Background: an optimization exercise with open tools, aiming at small area. Do not read the settings as production practice. Only simulation tests tie the RTL to the original design; equivalence was not proved.

==> branch garnet: inputs <==
==> flow/design.v <==
module vliw_top(input clk, input reset, output [31:0] imem_addr, input [31:0] imem_data, output [31:0] A, output [31:0] B);
  reg [29:0] pc;                        
  reg [31:0] ir;                        
  reg        e_ld, e_rw2, e_st, e_vw, e_asb;
  reg  [1:0] e_op;
  reg  [2:0] e_rn1, e_rd1;
  reg  [4:0] e_off;
  reg [10:0] e_s2;                      
  reg        rst_q;                     
  reg        m_rw1, m_rw2, m_st, m_vw, m_ov;
  reg  [3:0] m_addr;
  reg [31:0] m_alu, m_str;
  reg  [2:0] m_wr1, m_wr2;
  reg        w_rw1, w_rw2;
  reg [31:0] w_mem, w_alu;
  reg  [2:0] w_wr1, w_wr2;
  reg        vflag;
  reg [255:0] rf;
  reg [511:0] dm;
  assign imem_addr = {pc, 2'b00};
  assign A = w_mem;
  assign B = w_alu;
  wire [4:0] op1 = ir[4:0];
  wire [4:0] op2 = ir[20:16];
  wire d_ld  = op1 == 5'b10001;
  wire d_st  = op1 == 5'b10000;
  wire d_j   = op1 == 5'b11100;
  wire d_br  = op1 == 5'b11011;
  wire d_n1  = op1 == 5'b00000;
  wire br_ok = ir[7:5] == 3'b001;
  wire exc1  = (d_br & ~br_ok) | ~(d_ld | d_st | d_j | d_br | d_n1);
  wire d_add = op2 == 5'b00100;
  wire d_sub = op2 == 5'b00101;
  wire d_sh  = op2 == 5'b00010;
  wire d_neg = op2 == 5'b01000;
  wire d_n2  = op2 == 5'b00000;
  wire und2  = ~(d_add | d_sub | d_sh | d_neg | d_n2);
  wire exc2  = und2 | (d_neg & (ir[25:21] != 5'b00110));
  wire d_asb = d_add | d_sub;
  wire [1:0] d_op = {d_sh | d_neg, d_sub | d_neg};
  wire d_rw2 = d_add | d_sub | d_sh | d_neg;
  wire d_vw  = d_ld | d_st | d_add | d_sub | d_neg;
  wire stall = e_ld & ( (d_asb ? (e_rd1 == ir[23:21]) : (e_rd1 == ir[31:29]))
                      | ((d_ld | d_st) & (e_rd1 == ir[15:13]))
                      | (d_st & (e_rd1 == ir[12:10])) );
  wire ovf;                             
  wire kill  = stall | exc1 | exc2 | ovf;
  wire flush = d_j | d_br | exc1 | exc2 | ovf;
  wire p_exc = exc1 | und2;             
  wire p_br  = d_br & br_ok;            
  wire [29:0] inc = p_br ? (vflag ? {{22{ir[15]}}, ir[15:8]} : 30'd0) : 30'd1;
  wire [29:0] pc_sum = pc + inc;
  wire [29:0] pc_next = (ovf | p_exc) ? 30'd15 :
                        d_j ? {pc[29:26], {15{ir[15]}}, ir[15:5]} : pc_sum;
  always @(posedge clk) begin
    if (reset) pc <= 30'd0;
    else if (!stall) pc <= pc_next;
    if (reset | flush) ir <= 32'd0;
    else if (!stall) ir <= imem_data;
    rst_q <= reset;
  end
  always @(posedge clk) begin
    if (reset) begin
      e_ld <= 1'b0; e_rw2 <= 1'b0; e_st <= 1'b0; e_vw <= 1'b0; e_asb <= 1'b0; e_op <= 2'b00;
      e_off <= 5'd0; e_s2 <= 11'd0;
    end else begin
      e_ld  <= d_ld & ~kill;
      e_rw2 <= d_rw2 & ~kill;
      e_st  <= d_st & ~kill;
      e_vw  <= d_vw & ~kill;
      e_asb <= d_asb;
      e_op  <= d_op;
      e_off <= ir[9:5];
      e_s2  <= ir[31:21];
    end
    e_rn1 <= ir[15:13];
    e_rd1 <= ir[12:10];
  end
  function [31:0] rsel(input [255:0] r, input [7:0] s);
    integer i;
    begin
      rsel = 32'd0;
      for (i = 0; i < 8; i = i + 1) rsel = rsel | (r[i*32 +: 32] & {32{s[i]}});
    end
  endfunction
  function [7:0] dec8(input [2:0] a);
    dec8 = 8'd1 << a;
  endfunction
  wire m_fwd_ok = m_rw2 & (m_wr2 != 3'd0);
  wire w_fwd_ok = w_rw2 & (w_wr2 != 3'd0);
  function [31:0] rdf(input [2:0] a);
    reg fm, fw, fl;
    reg [7:0] sel;
    begin
      fm  = m_fwd_ok & (m_wr2 == a);
      fw  = ~fm & w_fwd_ok & (w_wr2 == a);
      fl  = ~fm & ~(w_fwd_ok & (w_wr2 == a)) & w_fwd_ok & (w_wr1 == a);
      sel = dec8(a) & {8{~rst_q & ~fm & ~fw & ~fl}};
      rdf = rsel(rf, sel) | (m_alu & {32{fm}}) | (w_alu & {32{fw}}) | (w_mem & {32{fl}});
    end
  endfunction
  wire [2:0]  a_x = e_asb ? e_s2[2:0] : e_s2[10:8];
  wire [31:0] C = rdf(e_rn1);
  wire [31:0] D = rdf(e_rd1);
  wire [31:0] X = rdf(a_x);
  wire [5:0] alo = {1'b0, C[6:2]} + {1'b0, e_off};
  wire c7 = alo[5];
  wire ovf_m = e_off[4] ? (C[31] & ~c7 & ~|C[30:7]) : (~C[31] & c7 & &C[30:7]);
  wire [3:0] a_mem = alo[3:0];
  wire [31:0] Y = e_asb ? {{24{e_s2[10]}}, e_s2[10:3]} : {{27{e_s2[4]}}, e_s2[4:0]};
  wire is_sub = e_op == 2'b01;
  wire is_neg = e_op == 2'b11;
  wire [31:0] ax = X ^ {32{is_neg}};
  wire [31:0] by = (Y ^ {32{is_sub}}) & {32{~is_neg}};
  wire [32:0] sum_c = {ax, 1'b1} + {by, is_sub | is_neg};
  wire [31:0] sum = sum_c[32:1];
  wire [31:0] shr = e_s2[4] ? 32'd0 : (X >> e_s2[3:0]);
  wire [31:0] alu = (e_op == 2'b10) ? shr : sum;
  reg ovf_r;
  always @(*) begin
    case (e_op)
      2'b00: ovf_r = (X[31] == Y[31]) & (sum[31] != X[31]);
      2'b01: ovf_r = (e_s2[10:3] == 8'd0) & X[31];
      2'b10: ovf_r = 1'b0;
      default: ovf_r = X[31];
    endcase
  end
  assign ovf = ovf_m | ovf_r;
  always @(posedge clk) begin
    if (reset) begin
      m_rw1 <= 1'b0; m_rw2 <= 1'b0; m_st <= 1'b0; m_vw <= 1'b0; m_ov <= 1'b0;
      m_addr <= 4'd0; m_alu <= 32'd0;
    end else begin
      m_rw1 <= e_ld & ~ovf;
      m_rw2 <= e_rw2 & ~ovf;
      m_st  <= e_st & ~ovf;
      m_vw  <= e_vw;
      m_ov  <= ovf;
      m_addr <= a_mem;
      m_alu <= alu;
    end
    m_str <= D;
    m_wr1 <= e_rd1;
    m_wr2 <= e_asb ? e_s2[2:0] : e_s2[7:5];
  end
  function [31:0] dinit(input integer w);
    case (w)
      0: dinit = 32'd1;   1: dinit = 32'd3;   2: dinit = 32'd7;   3: dinit = 32'd6;
      4: dinit = 32'd15;  5: dinit = 32'd2;   6: dinit = 32'd0;   7: dinit = 32'd23;
      8: dinit = 32'd1;   9: dinit = 32'd4;  10: dinit = 32'd9;  11: dinit = 32'd8;
     12: dinit = 32'd0;  13: dinit = 32'd5;  14: dinit = 32'd4;
      default: dinit = 32'h8000_0000;
    endcase
  endfunction
  genvar gw;
  generate
    for (gw = 0; gw < 16; gw = gw + 1) begin : g_dm
      wire hit  = m_st & (m_addr == gw);
      wire we   = ~reset & hit;
      wire hold = ~reset & ~hit;
      always @(posedge clk)
        dm[gw*32 +: 32] <= (m_str & {32{we}}) | (dinit(gw) & {32{reset}}) | (dm[gw*32 +: 32] & {32{hold}});
    end
  endgenerate
  reg [31:0] mem_out;
  integer mi;
  always @(*) begin
    mem_out = 32'd0;
    for (mi = 0; mi < 16; mi = mi + 1)
      mem_out = mem_out | (dm[mi*32 +: 32] & {32{m_addr == mi}});
  end
  always @(posedge clk) begin
    if (reset) begin
      w_rw1 <= 1'b0; w_rw2 <= 1'b0;
      w_mem <= 32'd0; w_alu <= 32'd0;
    end else begin
      w_rw1 <= m_rw1; w_rw2 <= m_rw2;
      w_mem <= mem_out; w_alu <= m_alu;
    end
    w_wr1 <= m_wr1;
    w_wr2 <= m_wr2;
  end
  wire [31:0] wd_1 = w_mem & {32{~rst_q}};
  genvar gr;
  generate
    for (gr = 0; gr < 8; gr = gr + 1) begin : g_rf
      wire we2  = w_rw2 & (w_wr2 == gr);
      wire we1  = ~we2 & (rst_q | (w_rw1 & (w_wr1 == gr)));
      wire hold = ~we2 & ~we1;
      always @(posedge clk)
        rf[gr*32 +: 32] <= (w_alu & {32{we2}}) | (wd_1 & {32{we1}}) | (rf[gr*32 +: 32] & {32{hold}});
    end
  endgenerate
  always @(posedge clk)
    if (reset) vflag <= 1'b0;
    else if (m_vw) vflag <= m_ov;
endmodule
==> flow/flow/run.sh <==
#!/bin/bash
# Layout flow for this design: the standard layout (standard.sh), changed in three ways:
#  - synthesis maps the logic with an area-oriented abc script (flow/area.abc) in place of
#    ORFS's delay-oriented one; everything else in synth_recipe.tcl is kept, so the registers
#    and their names and cell types are those of the standard synthesis;
#  - the port buffers are sky130_fd_sc_hd__buf_1;
#  - the clock tree uses clkbuf_8 buffers (at most 16 sinks each, 60 um across) and no dummy loads.
# Each tool's full output goes to ORFS's logs under orfs/logs/; this script's own output goes to
# run_flow.log.
set -euo pipefail
W=$(pwd)
F="$W/flow"
{
  head -n 1 synth_recipe.tcl
  echo "proc abc {args} { set i [lsearch -exact \$args -script]; if {\$i >= 0} { lset args [expr {\$i + 1}] {$F/area.abc} }; yosys abc {*}\$args }"
  tail -n +2 synth_recipe.tcl
} > my_synth.tcl
sed "s|$W/synth_recipe.tcl|$W/my_synth.tcl|g" standard.sh > my_standard.sh
grep -q "my_synth.tcl" my_standard.sh || { echo "run.sh: could not swap the synthesis script" >&2; exit 1; }
export BUFFER_PORTS_ARGS="-buffer_cell sky130_fd_sc_hd__buf_1"
export CTS_ARGS="-sink_clustering_enable -repair_clock_nets -dont_use_dummy_load -buf_list sky130_fd_sc_hd__clkbuf_8 -sink_clustering_size 16 -sink_clustering_max_diameter 60"
bash my_standard.sh > run_flow.log 2>&1
==> flow/flow/area.abc <==
&get -n
&st
&dch
&nf -R 1000 -F 8 -A 4 -a
&st
&dch
&nf -R 1000 -F 8 -A 4 -a
&put
==> flow/standard.sh <==
#!/bin/bash
# synth_recipe.tcl (not shown) runs the flow's synth.tcl, then flattens the netlist and writes it again
# the make line also repeats each setting of config.mk as NAME=value (left out here)
make -C /OpenROAD-flow-scripts/flow DESIGN_CONFIG=/design/flow/config.mk WORK_HOME=/design/flow/orfs CLKGATE_MAP_FILE= SYNTH_SCRIPT=/design/flow/synth_recipe.tcl "${@:-finish}"
==> flow/config.mk <==
export PLATFORM = sky130hd
export DESIGN_NAME = vliw_top
export DESIGN_NICKNAME = vliw_top
export VERILOG_FILES = /design/flow/design.v
export SDC_FILE = /design/flow/constraint.sdc
export NUM_CORES = 4
export LEC_CHECK = 0
export CAP_MARGIN = 10
export CORE_MARGIN = 2
export CORE_UTILIZATION = 45
export PLACE_DENSITY = 0.62
export SLEW_MARGIN = 10
==> flow/constraint.sdc <==
create_clock -name core_clock -period 10.0 [get_ports {clk}]
set_input_delay 2.0000 -clock core_clock [delete_from_list [all_inputs] [get_ports {clk}]]
set_output_delay 2.0000 -clock core_clock [all_outputs]
set_load 0.01 [all_outputs]
==> branch nickel (differences from branch garnet) <==
--- a/flow/design.v
+++ b/flow/design.v
@@ -89,30 +89,26 @@
   wire m_fwd_ok = m_rw2 & (m_wr2 != 3'd0);
   wire w_fwd_ok = w_rw2 & (w_wr2 != 3'd0);
-  function [31:0] rdf(input [2:0] a);
-    reg fm, fw, fl;
-    reg [7:0] sel;
-    begin
-      fm  = m_fwd_ok & (m_wr2 == a);
-      fw  = ~fm & w_fwd_ok & (w_wr2 == a);
-      fl  = ~fm & ~(w_fwd_ok & (w_wr2 == a)) & w_fwd_ok & (w_wr1 == a);
-      sel = dec8(a) & {8{~rst_q & ~fm & ~fw & ~fl}};
-      rdf = rsel(rf, sel) | (m_alu & {32{fm}}) | (w_alu & {32{fw}}) | (w_mem & {32{fl}});
-    end
+  function [31:0] fwd(input [2:0] a, input [31:0] rv);
+    if (m_fwd_ok && m_wr2 == a)      fwd = m_alu;
+    else if (w_fwd_ok && w_wr2 == a) fwd = w_alu;
+    else if (w_fwd_ok && w_wr1 == a) fwd = w_mem;
+    else                             fwd = rv;
   endfunction
   wire [2:0]  a_x = e_asb ? e_s2[2:0] : e_s2[10:8];
-  wire [31:0] C = rdf(e_rn1);
-  wire [31:0] D = rdf(e_rd1);
-  wire [31:0] X = rdf(a_x);
-  wire [5:0] alo = {1'b0, C[6:2]} + {1'b0, e_off};
-  wire c7 = alo[5];
-  wire ovf_m = e_off[4] ? (C[31] & ~c7 & ~|C[30:7]) : (~C[31] & c7 & &C[30:7]);
-  wire [3:0] a_mem = alo[3:0];
+  wire [31:0] r_c = rsel(rf, dec8(e_rn1) & {8{~rst_q}});
+  wire [31:0] r_d = rsel(rf, dec8(e_rd1) & {8{~rst_q}});
+  wire [31:0] r_x = rsel(rf, dec8(a_x) & {8{~rst_q}});
+  wire [31:0] C = fwd(e_rn1, r_c);
+  wire [31:0] D = fwd(e_rd1, r_d);
+  wire [31:0] X = fwd(a_x, r_x);
+  wire [31:0] O = {{25{e_off[4]}}, e_off, 2'b00};
+  wire [31:0] asum = C + O;
+  wire ovf_m = (C[31] == O[31]) & (asum[31] != C[31]);
   wire [31:0] Y = e_asb ? {{24{e_s2[10]}}, e_s2[10:3]} : {{27{e_s2[4]}}, e_s2[4:0]};
   wire is_sub = e_op == 2'b01;
   wire is_neg = e_op == 2'b11;
-  wire [31:0] ax = X ^ {32{is_neg}};
-  wire [31:0] by = (Y ^ {32{is_sub}}) & {32{~is_neg}};
-  wire [32:0] sum_c = {ax, 1'b1} + {by, is_sub | is_neg};
-  wire [31:0] sum = sum_c[32:1];
+  wire [31:0] ax = is_neg ? 32'd0 : X;
+  wire [31:0] by = is_neg ? ~X : (is_sub ? ~Y : Y);
+  wire [31:0] sum = ax + by + {31'd0, is_sub | is_neg};
   wire [31:0] shr = e_s2[4] ? 32'd0 : (X >> e_s2[3:0]);
   wire [31:0] alu = (e_op == 2'b10) ? shr : sum;
@@ -137,5 +133,5 @@
       m_vw  <= e_vw;
       m_ov  <= ovf;
-      m_addr <= a_mem;
+      m_addr <= asum[5:2];
       m_alu <= alu;
     end
@@ -153,12 +149,14 @@
     endcase
   endfunction
-  genvar gw;
+  wire [31:0] wd0 = m_str & {32{~reset}};
+  wire [31:0] wd1 = m_str | {32{reset}};
+  genvar gw, gb;
   generate
     for (gw = 0; gw < 16; gw = gw + 1) begin : g_dm
-      wire hit  = m_st & (m_addr == gw);
-      wire we   = ~reset & hit;
-      wire hold = ~reset & ~hit;
-      always @(posedge clk)
-        dm[gw*32 +: 32] <= (m_str & {32{we}}) | (dinit(gw) & {32{reset}}) | (dm[gw*32 +: 32] & {32{hold}});
+      wire en = reset | (m_st & (m_addr == gw));
+      for (gb = 0; gb < 32; gb = gb + 1) begin : g_b
+        always @(posedge clk)
+          if (en) dm[gw*32 + gb] <= dinit(gw) >> gb & 1 ? wd1[gb] : wd0[gb];
+      end
     end
   endgenerate
@@ -185,9 +183,9 @@
   generate
     for (gr = 0; gr < 8; gr = gr + 1) begin : g_rf
-      wire we2  = w_rw2 & (w_wr2 == gr);
-      wire we1  = ~we2 & (rst_q | (w_rw1 & (w_wr1 == gr)));
-      wire hold = ~we2 & ~we1;
+      wire we2 = w_rw2 & (w_wr2 == gr);
+      wire we1 = rst_q | (w_rw1 & (w_wr1 == gr));
       always @(posedge clk)
-        rf[gr*32 +: 32] <= (w_alu & {32{we2}}) | (wd_1 & {32{we1}}) | (rf[gr*32 +: 32] & {32{hold}});
+        if (we2) rf[gr*32 +: 32] <= w_alu;
+        else if (we1) rf[gr*32 +: 32] <= wd_1;
     end
   endgenerate
==> flow/run.sh (new file) <==
#!/bin/bash
# synth_recipe.tcl (not shown) runs the flow's synth.tcl, then flattens the netlist and writes it again
# the make line also repeats each setting of config.mk as NAME=value (left out here)
make -C /OpenROAD-flow-scripts/flow DESIGN_CONFIG=/design/flow/config.mk WORK_HOME=/design/flow/orfs CLKGATE_MAP_FILE= SYNTH_SCRIPT=/design/flow/synth_recipe.tcl finish
--- a/flow/config.mk
+++ b/flow/config.mk
@@ -6,7 +6,7 @@
 export NUM_CORES = 4
 export LEC_CHECK = 0
-export CAP_MARGIN = 10
+export CAP_MARGIN = 20
 export CORE_MARGIN = 2
-export CORE_UTILIZATION = 45
-export PLACE_DENSITY = 0.62
-export SLEW_MARGIN = 10
+export CORE_UTILIZATION = 40
+export PLACE_DENSITY = 0.6
+export SLEW_MARGIN = 20
removed: flow/flow/run.sh
removed: flow/flow/area.abc
removed: flow/standard.sh
==> branch maple (differences from branch garnet) <==
--- a/flow/config.mk
+++ b/flow/config.mk
@@ -6,7 +6,7 @@
 export NUM_CORES = 4
 export LEC_CHECK = 0
-export CAP_MARGIN = 10
+export CAP_MARGIN = 20
 export CORE_MARGIN = 2
-export CORE_UTILIZATION = 45
-export PLACE_DENSITY = 0.62
-export SLEW_MARGIN = 10
+export CORE_UTILIZATION = 40
+export PLACE_DENSITY = 0.6
+export SLEW_MARGIN = 20
==> branch pepper (differences from branch garnet) <==
--- a/flow/design.v
+++ b/flow/design.v
@@ -53,9 +53,11 @@
   wire [29:0] pc_next = (ovf | p_exc) ? 30'd15 :
                         d_j ? {pc[29:26], {15{ir[15]}}, ir[15:5]} : pc_sum;
+  wire pc_ld = ~reset & ~stall;
+  wire pc_hd = ~reset & stall;
+  wire ir_ld = ~reset & ~flush & ~stall;
+  wire ir_hd = ~reset & ~flush & stall;
   always @(posedge clk) begin
-    if (reset) pc <= 30'd0;
-    else if (!stall) pc <= pc_next;
-    if (reset | flush) ir <= 32'd0;
-    else if (!stall) ir <= imem_data;
+    pc <= (pc_next & {30{pc_ld}}) | (pc & {30{pc_hd}});
+    ir <= (imem_data & {32{ir_ld}}) | (ir & {32{ir_hd}});
     rst_q <= reset;
   end
--- a/flow/config.mk
+++ b/flow/config.mk
@@ -6,7 +6,7 @@
 export NUM_CORES = 4
 export LEC_CHECK = 0
-export CAP_MARGIN = 10
+export CAP_MARGIN = 5
 export CORE_MARGIN = 2
-export CORE_UTILIZATION = 45
-export PLACE_DENSITY = 0.62
-export SLEW_MARGIN = 10
+export CORE_UTILIZATION = 48
+export PLACE_DENSITY = 0.65
+export SLEW_MARGIN = 5
==> impl_metrics.env <==
export IMPL_preCtsSetupSlack_ps=341
export IMPL_p_int_mw=5.42
export IMPL_p_clk_frac=0.272
export IMPL_cpMaxStageDelayCell="or4_2"
export IMPL_netlist_area_um2=43000
export IMPL_rows=113
export IMPL_synth_edf_count=0
export IMPL_cpMostUsedCell="nor3_1"
export IMPL_dp_cells=5718
export IMPL_final_common_cell="dfxtp_1"
export IMPL_status="finished clean"
export IMPL_powerDensity_nw_per_um2=168
export IMPL_die_w_um=313
The numbers above come from branch garnet.

==> impl_metrics.env <==
export IMPL_p_clk_frac=0.276
export IMPL_cpMostUsedCell="o21ai_0"
export IMPL_dp_cells=6064
export IMPL_synth_edf_count=768
export IMPL_final_common_cell="edfxtp_1"
export IMPL_netlist_area_um2=49500
export IMPL_die_w_um=356
export IMPL_status="finished clean"
The numbers above come from branch nickel.

==> impl_metrics.env <==
export IMPL_status="finished clean"
export IMPL_p_int_mw=5.57
export IMPL_p_clk_frac=0.252
export IMPL_dp_cells=5550
export IMPL_netlist_area_um2=42700
export IMPL_rows=109
export IMPL_powerDensity_nw_per_um2=179
The numbers above come from branch pepper.

==> impl_metrics.env <==
export IMPL_die_w_um=332
export IMPL_dp_cells=5860
export IMPL_use_met1=0.458
export IMPL_synth_xor_area_frac=0.0226
export IMPL_status="finished clean"
export IMPL_rows=120
export IMPL_netlist_area_um2=43000
export IMPL_p_int_mw=5.41
export IMPL_final_common_cell="dfxtp_1"
export IMPL_preCtsSetupSlack_ps=670
export IMPL_p_clk_frac=0.270
The numbers above come from branch maple.

afterwards: timing with drivers on the ports:
Ports are ideal in the flow. The routed layouts listed here were re-timed in OpenROAD.
Step 1 assumes that a clkbuf_16 drives the clock port and a buf_2 every other input.
Step 2 also shifts input and output timing later by t, the mid clock arrival at the registers, as if the neighbouring blocks saw the same clock.
a / b / c = no drivers / after step 1 / after step 2; a / b = the first two.
run | t (ns) | setup WS [ns] | latest minus earliest clock arrival (ns)
branch garnet | 0.838 | 0.706 / 0.706 / 0.706 | 0.108 / 0.108
branch nickel | 0.788 | 1.772 / 1.772 / 1.772 | 0.080 / 0.079
branch maple | 0.838 | 0.715 / 0.715 / 0.715 | 0.168 / 0.168
branch pepper | 0.807 | 0.862 / 0.862 / 0.862 | 0.108 / 0.108
After both steps every run listed still meets setup and hold.
